This design comes from an exercise in tuning for a short achievable clock period and few clock cycles on the open sky130 flow, not from production work.
Only simulation tests tie the RTL to the original design; equivalence was not proved.
Power figures rest on the tool's default switching activity, not on a simulated workload.

## risc_cpu
module risc_cpu (
	input 				clk    ,
	input 				rst    ,
	output wire 		rd     ,
	output wire 		wr     ,
	output wire 		halt   ,
	output wire [12:0] 	addr   ,
	input  wire [7:0] 	data_in ,
	output wire [7:0] 	data_out
);
	localparam [2:0] HLT = 3'b000, SKZ = 3'b001, ADD = 3'b010, ANDD = 3'b011,
	                 XORR = 3'b100, LDA = 3'b101, STO = 3'b110, JMP = 3'b111;
	localparam integer NIDX = 5;
	localparam integer NENT = 1 << NIDX;
	localparam integer TAGW = 13 - NIDX;        
	reg        m_fetch, m_f1, m_data;
	reg [12:0] addr_r;
	reg [12:0] pc;
	reg [NENT-1:0] q;                           
	reg        e_hit;
	reg        e_hlt, e_skz, e_jmp, e_sto;    
	reg [7:0]  e_b0, e_b1;
	reg        zflag;
	reg [7:0]  b0_r;
	reg        c_add, c_and, c_xor;             
	reg [7:0]  acc;
	reg        rd_r, wr_r, halt_r;
	reg [7:0]  dout_r;
	reg [NENT-1:0] c_val;
	reg [TAGW-1:0] c_tag [0:NENT-1];
	reg [7:0]      c_b0  [0:NENT-1];
	reg [7:0]      c_b1  [0:NENT-1];
	assign addr     = addr_r;
	assign rd       = rd_r;
	assign wr       = wr_r;
	assign halt     = halt_r;
	assign data_out = dout_r;
  ...
Size in the first run: roughly 3000 cells after synthesis, about 970 flip-flops, roughly 34 I/O pins, ~41000 um2 of cells after synthesis.
Settings: LEC_CHECK=0, ABC_CLOCK_PERIOD_IN_PS=1500, CAP_MARGIN=20, CORE_MARGIN=2, CORE_UTILIZATION=35, SETUP_SLACK_MARGIN=2.8, SLEW_MARGIN=20, TNS_END_PERCENT=100; clock period 5.0 ns.
run.sh (not shown) runs the stock make flow with config.mk's settings and CLKGATE_MAP_FILE= SYNTH_SCRIPT=/design/flow/synth_recipe.tcl, a recipe that flattens the netlist after the stock synthesis.
The first run ran to the end with no violations.
Testbench counts at the start, summed over its fixed seeds: cycles 15,475.
Edit:
--- a/flow/design.v
+++ b/flow/design.v
@@ -16,24 +16,25 @@
 	reg        m_fetch, m_f1, m_data;
 	reg [12:0] addr_r;
 	reg [12:0] pc;
 	reg [NENT-1:0] q;                           
 	reg        e_hit;
 	reg        e_hlt, e_skz, e_jmp, e_sto;    
 	reg [7:0]  e_b0, e_b1;
 	reg        zflag;
 	reg [7:0]  b0_r;
 	reg        c_add, c_and, c_xor;             
 	reg [7:0]  acc;
 	reg        rd_r, wr_r, halt_r;
+	reg        go_r;       
 	reg [7:0]  dout_r;
 	reg [NENT-1:0] c_val;
 	reg [TAGW-1:0] c_tag [0:NENT-1];
 	reg [7:0]      c_b0  [0:NENT-1];
 	reg [7:0]      c_b1  [0:NENT-1];
 	assign addr     = addr_r;
 	assign rd       = rd_r;
 	assign wr       = wr_r;
 	assign halt     = halt_r;
 	assign data_out = dout_r;
 	function [TAGW-1:0] tag_of(input [12:0] a);
 		tag_of = {a[12:NIDX+1], a[0]};
@@ -92,25 +93,25 @@
 	reg [7:0] alu;
 	always @(*) begin
 		if (c_add)      alu = acc + data_in;
 		else if (c_and) alu = acc & data_in;
 		else if (c_xor) alu = acc ^ data_in;
 		else            alu = data_in;      
 	end
 	wire z_add = ((acc ^ data_in) == {acc[6:0] | data_in[6:0], 1'b0});
 	wire z_and = ((acc & data_in) == 8'd0);
 	wire z_xor = (acc == data_in);
 	wire z_lda = (data_in == 8'd0);
 	wire z_new = c_add ? z_add : c_and ? z_and : c_xor ? z_xor : z_lda;
-	wire c_we = !halt_r && (m_f1 || (m_fetch && (in_op == SKZ)));
+	wire c_we = go_r && (m_f1 || (m_fetch && (in_op == SKZ)));
 	reg            w_en;
 	reg [NENT-1:0] w_sel;
 	reg [TAGW-1:0] w_tag;
 	reg [7:0]      w_b0, w_b1;
 	always @(posedge clk) begin
 		if (rst) w_en <= 1'b0;
 		else     w_en <= c_we;
 		w_sel <= q;
 		w_tag <= tag_of(pc);
 		w_b0  <= m_f1 ? b0_r : data_in;
 		w_b1  <= data_in;
 	end
@@ -165,59 +166,62 @@
 			m_fetch <= 1'b1;
 			m_f1    <= 1'b0;
 			m_data  <= 1'b0;
 			addr_r  <= 13'd0;
 			pc      <= 13'd0;
 			q       <= onehot(0);
 			e_hit   <= 1'b0;
 			zflag   <= 1'b1;
 			acc     <= 8'd0;
 			rd_r    <= 1'b1;
 			wr_r    <= 1'b0;
 			halt_r  <= 1'b0;
+			go_r    <= 1'b1;
 			dout_r  <= 8'd0;
-		end else if (!halt_r) begin
+		end else if (go_r) begin
 			if (d_read) begin
 				acc   <= alu;
 				zflag <= z_new;
 			end
 			rd_r   <= 1'b1;
 			wr_r   <= 1'b0;
 			dout_r <= 8'd0;
 			if (!m_f1 && e_hit) begin
 				if (e_hlt) begin
 					halt_r <= 1'b1;
+					go_r   <= 1'b0;
 					rd_r   <= 1'b0;
 				end else if (e_skz) begin
 					if (d_read) begin
 						to_fetch(pc);             
 					end else begin
 						to_fetch(zero ? pc_4 : pc_2);
 						go_next(zero);
 					end
 				end else if (e_jmp) begin
 					to_fetch(e_a);
 					pc    <= e_a;
 					q     <= q_j;
 					e_hit <= 1'b0;
 				end else begin
 					start_mem(e_op, e_sto, e_a);
 					go_next(1'b0);
 				end
 			end else if (m_data) begin
 				to_fetch(pc);                     
 			end else if (m_fetch) begin
 				case (in_op)
 					HLT: begin
 						halt_r <= 1'b1;
+						go_r   <= 1'b0;
 						rd_r   <= 1'b0;
 					end
 					SKZ: begin
 						to_fetch(zero ? pc_4 : pc_2);
 						go_next(zero);
 					end
 					default: begin
 						m_fetch <= 1'b0;
 						m_f1    <= 1'b1;
 						b0_r    <= data_in;
 						addr_r  <= pc_1;
 					end
The changed run went through all stages and came out clean. Worst hold slack gets worse by 0.0052 ns. Via count goes up by 1.0%. Sequential share of layout area shrinks by 0.50 points. Global-route usage decreases by 0.24 points. Critical path depth rose by 2. Setup slack loses 0.061 ns. Clock power came out higher by about 2%. Die area increases by 0.88%. Synthesized cell count is higher by 2.0%. Utilization is higher by 0.27 points.
Testbench counts after the change, summed over its fixed seeds: cycles 15,475.

## afterwards: timing with drivers on the ports
Ports are ideal in the flow. The routed layouts listed here were re-timed in OpenROAD. Step 1, drivers: a clkbuf_16 drives clk and a buf_2 each remaining input, both assumed. Step 2 adds t to the input delays and takes it off the output delays; t is the mean of the earliest and latest rising clock arrival at the registers after step 1. Input paths then give back, and output paths get back, about the clock's delay inside the block. a / b / c = no drivers / after step 1 / after step 2; a / b = the first two.
| run | t, ns | slack for setup (ns) | hold WS [ns] |
|---|---|---|---|
| the first run | 0.738 | 2.627 / 2.627 / 1.976 | 0.456 / 0.456 / 0.456 |
| the second run | 0.740 | 2.566 / 2.566 / 2.004 | 0.451 / 0.451 / 0.451 |
After both steps every run listed still meets setup and hold. The setup slack of the first run, which loses most, moves by 0.000 ns with the drivers and by -0.651 ns with both steps.
